This design comes from an exercise in tuning for a short achievable clock period and few clock cycles on the open sky130 flow, not from production work.
In this exercise RTL edits were held to simulation tests only and were not proved equivalent to the original.
Power figures rest on the tool's default switching activity, not on a simulated workload.

==> zinc: inputs <==
==> flow/design.v (excerpt) <==
module Processador(
    input clock,
    input reset,
    output [31:0] imem_endereco,
    input  [31:0] imem_instrucao,
    output [31:0] dmem_endereco,
    output [15:0] dmem_dado_escrita,
    output        dmem_escrita,
    input  [15:0] dmem_dado_leitura
);
Settings: LEC_CHECK=0, CAP_MARGIN=20, CORE_MARGIN=2, CORE_UTILIZATION=40, SLEW_MARGIN=20; clock period 10.5 ns.
standard.sh (not shown) runs the stock make flow with config.mk's settings and CLKGATE_MAP_FILE= SYNTH_SCRIPT=/design/flow/synth_recipe.tcl, a recipe that flattens the netlist after the stock synthesis.
==> flow/flow/run.sh <==
#!/bin/bash
set -euo pipefail
bash standard.sh SETUP_SLACK_MARGIN=${MARGIN:-8} finish > standard_flow.log 2>&1
==> garnet: changes against zinc <==
--- a/flow/design.v
+++ b/flow/design.v
@@ -194,24 +194,22 @@
     input  [15:0] dmem_dado_leitura
 );
     reg [31:0] pc_f;
     reg        id_valid;
     reg [31:0] id_pc;
     reg [31:0] id_ir;
-    reg [31:1] id_s1, id_s2;  
     reg        stall_r;       
     reg        ex_valid;
     reg [31:0] ex_fall;       
     reg [4:0]  ex_rd;
     reg        ex_wr;         
     reg        ex_load;
     reg        ex_store;
     reg        ex_branch;     
     reg        ex_op_add, ex_op_or, ex_op_and;
     reg [31:0] ex_a, ex_b, ex_b2;    
-    reg        ex_la, ex_lb;         
     reg [31:0] mem_res;       
     reg [15:0] mem_sd;
     reg        mem_we;
     reg        mem_load;
     reg        mem_wr;
     reg [4:0]  mem_rd;
@@ -234,65 +232,48 @@
     wire d_store  = (opc == 7'b0100011);
     wire d_branch = (opc == 7'b1100011);
     wire d_imm    = d_andi | d_load | d_store;
     wire d_wr     = (d_r | d_andi | d_load) & (rd != 5'd0);
     wire [31:0] imm_i = {{20{id_ir[31]}}, id_ir[31:20]};
     wire [31:0] imm_s = {{20{id_ir[31]}}, id_ir[31:25], id_ir[11:7]};
-    reg  [31:0] rd1, rd2;
-    integer j;
-    always @(*) begin
-        rd1 = 32'd0;
-        rd2 = 32'd0;
-        for (j = 1; j < 32; j = j + 1) begin
-            rd1 = rd1 | ({32{id_s1[j]}} & regs[j]);
-            rd2 = rd2 | ({32{id_s2[j]}} & regs[j]);
-        end
-    end
-    wire [31:0] rf1 = (wb_wr && wb_rd == rs1 && rs1 != 5'd0) ? wb_val : rd1;
-    wire [31:0] rf2 = (wb_wr && wb_rd == rs2 && rs2 != 5'd0) ? wb_val : rd2;
+    wire [31:0] rf1 = (rs1 == 5'd0) ? 32'd0 : (wb_wr && wb_rd == rs1) ? wb_val : regs[rs1];
+    wire [31:0] rf2 = (rs2 == 5'd0) ? 32'd0 : (wb_wr && wb_rd == rs2) ? wb_val : regs[rs2];
     wire ex_wr_v  = ex_valid & ex_wr;
     wire fa_ex    = ex_wr_v && ex_rd == rs1;
     wire fb_ex    = ex_wr_v && ex_rd == rs2;
     wire fa_mem   = mem_wr && mem_rd == rs1;
     wire fb_mem   = mem_wr && mem_rd == rs2;
     wire [31:0] mem_val = mem_load ? {{16{dmem_dado_leitura[15]}}, dmem_dado_leitura} : mem_res;
     wire stall    = stall_r & id_valid;
     wire id_go    = id_valid & ~stall;
     wire [31:0] id_fall = id_pc + 32'd4;
     wire [31:0] imm_b   = {{19{id_ir[31]}}, id_ir[31], id_ir[7], id_ir[30:25], id_ir[11:8], 1'b0};
     wire [31:0] id_target = id_pc + imm_b;
-    wire [12:0] id_lo;
-    wire        id_c13;
-    ALU #(.W(14), .L(4)) add_far (.a({1'b0, id_pc[12:0]}), .b({1'b0, imm_b[12:0]}), .s({id_c13, id_lo}));
-    wire id_far   = id_c13 ^ id_ir[31];
+    wire id_far   = id_target[31:13] != id_pc[31:13];
     wire [31:0] fi    = imem_instrucao;
     wire        f_bne = (fi[6:0] == 7'b1100011);
     wire        f_jmp = f_bne & (fi[19:15] != fi[24:20]);
     wire [31:0] f_immb = {{19{fi[31]}}, fi[31], fi[7], fi[30:25], fi[11:8], 1'b0};
     wire [12:0] f_lo;
     ALU #(.W(13), .L(4)) add_tgt (.a(pc_f[12:0]), .b(f_immb[12:0]), .s(f_lo));
     wire [31:0] f_target = {pc_f[31:13], f_lo};
-    wire        f_arith = ((fi[6:0] == 7'b0110011) & (fi[14:12] != 3'b110)) | f_bne;
-    wire        f_need1 = f_arith | (fi[6:0] == 7'b0000011) | (fi[6:0] == 7'b0100011);
-    wire        f_dep  = (f_need1 & (fi[19:15] == rd)) | (f_arith & (fi[24:20] == rd));
+    wire        f_use2 = (fi[6:0] == 7'b0110011) | (fi[6:0] == 7'b0100011) | f_bne;
+    wire        f_dep  = (fi[19:15] == rd) | (f_use2 & (fi[24:20] == rd));
     wire [31:0] a  = ex_a;
     wire [31:0] b  = ex_b;
     wire [31:0] b2 = ex_b2;
-    wire [31:0] ld = {{16{dmem_dado_leitura[15]}}, dmem_dado_leitura};
-    wire [31:0] al = ex_la ? ld : ex_a;      
-    wire [31:0] bl = ex_lb ? ld : ex_b;
     wire [31:0] sum;
     ALU add_ex (.a(a), .b(b2), .s(sum));
     wire [31:0] res = ex_op_add ? sum :
-                      ex_op_or  ? (al | bl) :
-                      ex_op_and ? (al & ex_b2) :
+                      ex_op_or  ? (a | b) :
+                      ex_op_and ? (a & ex_b2) :
                                   (a << b[4:0]);
     wire ex_mispred = ex_valid & ex_branch & (a == b);
     wire ex_sum_zero = ((a ^ b2) == {a[30:0] | b2[30:0], 1'b0});
     wire id_bpt      = d_branch & (rs1 != rs2);
-    wire id_nt       = id_go & id_bpt & ex_op_add & ~ex_load & ex_sum_zero &
+    wire id_nt       = id_go & id_bpt & ex_op_add & ex_sum_zero &
                        ((fa_ex & (rs2 == 5'd0)) | (fb_ex & (rs1 == 5'd0)));
     wire [31:0] op1 = fa_ex ? res : fa_mem ? mem_val : rf1;
     wire [31:0] op2 = fb_ex ? res : fb_mem ? mem_val : rf2;
     always @(posedge clock) begin
         if (reset) begin
             pc_f     <= 32'd0;
@@ -326,16 +307,12 @@
         end
     end
     always @(posedge clock) begin
         if (!stall) begin
             id_pc <= pc_f;
             id_ir <= imem_instrucao;
-            for (j = 1; j < 32; j = j + 1) begin
-                id_s1[j] <= (imem_instrucao[19:15] == j);
-                id_s2[j] <= (imem_instrucao[24:20] == j);
-            end
         end
         begin
             ex_fall    <= id_fall;
             ex_rd      <= rd;
             ex_wr      <= d_wr;
             ex_load    <= d_load;
@@ -344,17 +321,15 @@
             ex_op_add  <= d_load | d_store | (d_r & f3 == 3'b000);
             ex_op_or   <= d_r & f3 == 3'b110;
             ex_op_and  <= d_andi;
             ex_a       <= op1;
             ex_b       <= op2;
             ex_b2      <= d_imm ? (d_store ? imm_s : imm_i) : op2;
-            ex_la      <= fa_ex & ex_load;
-            ex_lb      <= fb_ex & ex_load;
         end
         mem_res <= res;
-        mem_sd  <= bl[15:0];
+        mem_sd  <= b[15:0];
         mem_rd  <= ex_rd;
         wb_val  <= mem_val;
         wb_rd   <= mem_rd;
         if (wb_wr) regs[wb_rd] <= wb_val;
     end
 endmodule
==> onyx: changes against zinc <==
--- a/flow/design.v
+++ b/flow/design.v
@@ -194,24 +194,22 @@
     input  [15:0] dmem_dado_leitura
 );
     reg [31:0] pc_f;
     reg        id_valid;
     reg [31:0] id_pc;
     reg [31:0] id_ir;
-    reg [31:1] id_s1, id_s2;  
     reg        stall_r;       
     reg        ex_valid;
     reg [31:0] ex_fall;       
     reg [4:0]  ex_rd;
     reg        ex_wr;         
     reg        ex_load;
     reg        ex_store;
     reg        ex_branch;     
     reg        ex_op_add, ex_op_or, ex_op_and;
     reg [31:0] ex_a, ex_b, ex_b2;    
-    reg        ex_la, ex_lb;         
     reg [31:0] mem_res;       
     reg [15:0] mem_sd;
     reg        mem_we;
     reg        mem_load;
     reg        mem_wr;
     reg [4:0]  mem_rd;
@@ -234,65 +232,50 @@
     wire d_store  = (opc == 7'b0100011);
     wire d_branch = (opc == 7'b1100011);
     wire d_imm    = d_andi | d_load | d_store;
     wire d_wr     = (d_r | d_andi | d_load) & (rd != 5'd0);
     wire [31:0] imm_i = {{20{id_ir[31]}}, id_ir[31:20]};
     wire [31:0] imm_s = {{20{id_ir[31]}}, id_ir[31:25], id_ir[11:7]};
-    reg  [31:0] rd1, rd2;
-    integer j;
-    always @(*) begin
-        rd1 = 32'd0;
-        rd2 = 32'd0;
-        for (j = 1; j < 32; j = j + 1) begin
-            rd1 = rd1 | ({32{id_s1[j]}} & regs[j]);
-            rd2 = rd2 | ({32{id_s2[j]}} & regs[j]);
-        end
-    end
-    wire [31:0] rf1 = (wb_wr && wb_rd == rs1 && rs1 != 5'd0) ? wb_val : rd1;
-    wire [31:0] rf2 = (wb_wr && wb_rd == rs2 && rs2 != 5'd0) ? wb_val : rd2;
+    wire [31:0] rf1 = (rs1 == 5'd0) ? 32'd0 : (wb_wr && wb_rd == rs1) ? wb_val : regs[rs1];
+    wire [31:0] rf2 = (rs2 == 5'd0) ? 32'd0 : (wb_wr && wb_rd == rs2) ? wb_val : regs[rs2];
     wire ex_wr_v  = ex_valid & ex_wr;
     wire fa_ex    = ex_wr_v && ex_rd == rs1;
     wire fb_ex    = ex_wr_v && ex_rd == rs2;
     wire fa_mem   = mem_wr && mem_rd == rs1;
     wire fb_mem   = mem_wr && mem_rd == rs2;
     wire [31:0] mem_val = mem_load ? {{16{dmem_dado_leitura[15]}}, dmem_dado_leitura} : mem_res;
     wire stall    = stall_r & id_valid;
     wire id_go    = id_valid & ~stall;
     wire [31:0] id_fall = id_pc + 32'd4;
-    wire [31:0] imm_b   = {{19{id_ir[31]}}, id_ir[31], id_ir[7], id_ir[30:25], id_ir[11:8], 1'b0};
-    wire [31:0] id_target = id_pc + imm_b;
-    wire [12:0] id_lo;
-    wire        id_c13;
-    ALU #(.W(14), .L(4)) add_far (.a({1'b0, id_pc[12:0]}), .b({1'b0, imm_b[12:0]}), .s({id_c13, id_lo}));
-    wire id_far   = id_c13 ^ id_ir[31];
     wire [31:0] fi    = imem_instrucao;
     wire        f_bne = (fi[6:0] == 7'b1100011);
     wire        f_jmp = f_bne & (fi[19:15] != fi[24:20]);
     wire [31:0] f_immb = {{19{fi[31]}}, fi[31], fi[7], fi[30:25], fi[11:8], 1'b0};
     wire [12:0] f_lo;
-    ALU #(.W(13), .L(4)) add_tgt (.a(pc_f[12:0]), .b(f_immb[12:0]), .s(f_lo));
-    wire [31:0] f_target = {pc_f[31:13], f_lo};
-    wire        f_arith = ((fi[6:0] == 7'b0110011) & (fi[14:12] != 3'b110)) | f_bne;
-    wire        f_need1 = f_arith | (fi[6:0] == 7'b0000011) | (fi[6:0] == 7'b0100011);
-    wire        f_dep  = (f_need1 & (fi[19:15] == rd)) | (f_arith & (fi[24:20] == rd));
+    wire        f_c13;
+    ALU #(.W(14), .L(4)) add_tgt (.a({1'b0, pc_f[12:0]}), .b({1'b0, f_immb[12:0]}), .s({f_c13, f_lo}));
+    wire [18:0] pc_hi   = pc_f[31:13];
+    wire [18:0] pc_hi_p = pc_hi + 19'd1;
+    wire [18:0] pc_hi_m = pc_hi - 19'd1;
+    wire [18:0] f_hi    = (fi[31] == f_c13) ? pc_hi : fi[31] ? pc_hi_m : pc_hi_p;
+    wire [31:0] f_target = {f_hi, f_lo};
+    wire        f_use2 = (fi[6:0] == 7'b0110011) | (fi[6:0] == 7'b0100011) | f_bne;
+    wire        f_dep  = (fi[19:15] == rd) | (f_use2 & (fi[24:20] == rd));
     wire [31:0] a  = ex_a;
     wire [31:0] b  = ex_b;
     wire [31:0] b2 = ex_b2;
-    wire [31:0] ld = {{16{dmem_dado_leitura[15]}}, dmem_dado_leitura};
-    wire [31:0] al = ex_la ? ld : ex_a;      
-    wire [31:0] bl = ex_lb ? ld : ex_b;
     wire [31:0] sum;
     ALU add_ex (.a(a), .b(b2), .s(sum));
     wire [31:0] res = ex_op_add ? sum :
-                      ex_op_or  ? (al | bl) :
-                      ex_op_and ? (al & ex_b2) :
+                      ex_op_or  ? (a | b) :
+                      ex_op_and ? (a & ex_b2) :
                                   (a << b[4:0]);
     wire ex_mispred = ex_valid & ex_branch & (a == b);
     wire ex_sum_zero = ((a ^ b2) == {a[30:0] | b2[30:0], 1'b0});
     wire id_bpt      = d_branch & (rs1 != rs2);
-    wire id_nt       = id_go & id_bpt & ex_op_add & ~ex_load & ex_sum_zero &
+    wire id_nt       = id_go & id_bpt & ex_op_add & ex_sum_zero &
                        ((fa_ex & (rs2 == 5'd0)) | (fb_ex & (rs1 == 5'd0)));
     wire [31:0] op1 = fa_ex ? res : fa_mem ? mem_val : rf1;
     wire [31:0] op2 = fb_ex ? res : fb_mem ? mem_val : rf2;
     always @(posedge clock) begin
         if (reset) begin
             pc_f     <= 32'd0;
@@ -307,15 +290,12 @@
             if (ex_mispred) begin
                 pc_f     <= ex_fall;
                 id_valid <= 1'b0;
             end else if (id_nt) begin
                 pc_f     <= id_fall;
                 id_valid <= 1'b0;
-            end else if (id_go && id_bpt && id_far) begin
-                pc_f     <= id_target;
-                id_valid <= 1'b0;
             end else if (!stall) begin
                 pc_f     <= f_jmp ? f_target : pc_f + 32'd4;
                 id_valid <= 1'b1;
             end
             stall_r  <= id_go & d_load & d_wr & f_dep;
             ex_valid <= id_go & ~ex_mispred;
@@ -326,16 +306,12 @@
         end
     end
     always @(posedge clock) begin
         if (!stall) begin
             id_pc <= pc_f;
             id_ir <= imem_instrucao;
-            for (j = 1; j < 32; j = j + 1) begin
-                id_s1[j] <= (imem_instrucao[19:15] == j);
-                id_s2[j] <= (imem_instrucao[24:20] == j);
-            end
         end
         begin
             ex_fall    <= id_fall;
             ex_rd      <= rd;
             ex_wr      <= d_wr;
             ex_load    <= d_load;
@@ -344,17 +320,15 @@
             ex_op_add  <= d_load | d_store | (d_r & f3 == 3'b000);
             ex_op_or   <= d_r & f3 == 3'b110;
             ex_op_and  <= d_andi;
             ex_a       <= op1;
             ex_b       <= op2;
             ex_b2      <= d_imm ? (d_store ? imm_s : imm_i) : op2;
-            ex_la      <= fa_ex & ex_load;
-            ex_lb      <= fb_ex & ex_load;
         end
         mem_res <= res;
-        mem_sd  <= bl[15:0];
+        mem_sd  <= b[15:0];
         mem_rd  <= ex_rd;
         wb_val  <= mem_val;
         wb_rd   <= mem_rd;
         if (wb_wr) regs[wb_rd] <= wb_val;
     end
 endmodule
==> results.py <==
metrics = {
    "die": {
        "core_sq_um": 168000,
        "die_w_microns": 415,
    },
    "worst_setup_path": {
        "crit_path_start": "id_ir[31]",
    },
    "yosys": {
        "syn_inst": 4743,
        "synth.top_cells.by_count": "1056 x edfxtp_1, 569 x mux4_2, 347 x nor2_1",
    },
    "global_route": {
        "antenna_found_initial": 4,
    },
    "timing": {
        "fin_hold_ws_ns": 0.344,
    },
    "outcome": {
        "status": "timing/DRC/antenna clean",
    },
    "power": {
        "pg_comb_mw": 2.67,
    },
    "cells_and_area": {
        "clk_share_pct": 5.19,
    },
}
Source of the figures above: garnet

==> results.py <==
metrics = {
    "outcome": {
        "status": "timing/DRC/antenna clean",
    },
    "global_route": {
        "antenna_found_initial": 2,
    },
    "cells_and_area": {
        "clk_share_pct": 5.30,
    },
    "die": {
        "core_sq_um": 167000,
    },
    "worst_setup_path": {
        "crit_path_start": "imem_instrucao[8]",
        "critPathMaxStageDelay_ns": 0.39,
    },
    "yosys": {
        "synth.top_cells.by_count": "1056 x edfxtp_1, 566 x mux4_2, 279 x dfxtp_1",
        "syn_inst": 4540,
    },
    "timing": {
        "fin_hold_ws_ns": 0.349,
    },
    "power": {
        "pg_comb_mw": 2.64,
    },
}
Source of the figures above: onyx

==> results.py <==
metrics = {
    "worst_setup_path": {
        "crit_path_start": "mem_res[12]",
    },
    "power": {
        "pg_comb_mw": 2.73,
    },
    "outcome": {
        "status": "timing/DRC/antenna clean",
    },
    "timing": {
        "fin_hold_ws_ns": 0.377,
    },
    "cells_and_area": {
        "clk_share_pct": 5.82,
    },
    "die": {
        "core_sq_um": 160000,
    },
}
Source of the figures above: zinc

Testbench counts of zinc, summed over its fixed seeds: cycles 14,798.
Testbench counts of garnet, summed over its fixed seeds: cycles 14,875.
Testbench counts of onyx, summed over its fixed seeds: cycles 14,875.

==> port drivers added, routing unchanged <==
Ports are ideal in the flow. The routed layouts listed here were re-timed in OpenROAD.
Step 1, drivers: a clkbuf_16 drives clock and a buf_2 each remaining input, both assumed.
Step 2 adds t to the input delays and takes it off the output delays; t is the mean of the earliest and latest rising clock arrival at the registers after step 1. Input paths then give back, and output paths get back, about the clock's delay inside the block.
Three values: ideal ports, drivers, drivers and shift; two values: the first two.
| run | t (ns) | setup slack, ns | clock arrival spread, ns |
|---|---|---|---|
| zinc | 0.882 | 7.053 / 6.962 / 6.249 | 0.033 / 0.034 |
| garnet | 0.875 | 6.234 / 6.234 / 5.591 | 0.046 / 0.046 |
| onyx | 0.881 | 6.723 / 6.772 / 5.890 | 0.035 / 0.035 |
After both steps every run listed still meets setup and hold. The setup slack of onyx, which loses most, moves by +0.049 ns with the drivers and by -0.833 ns with both steps.
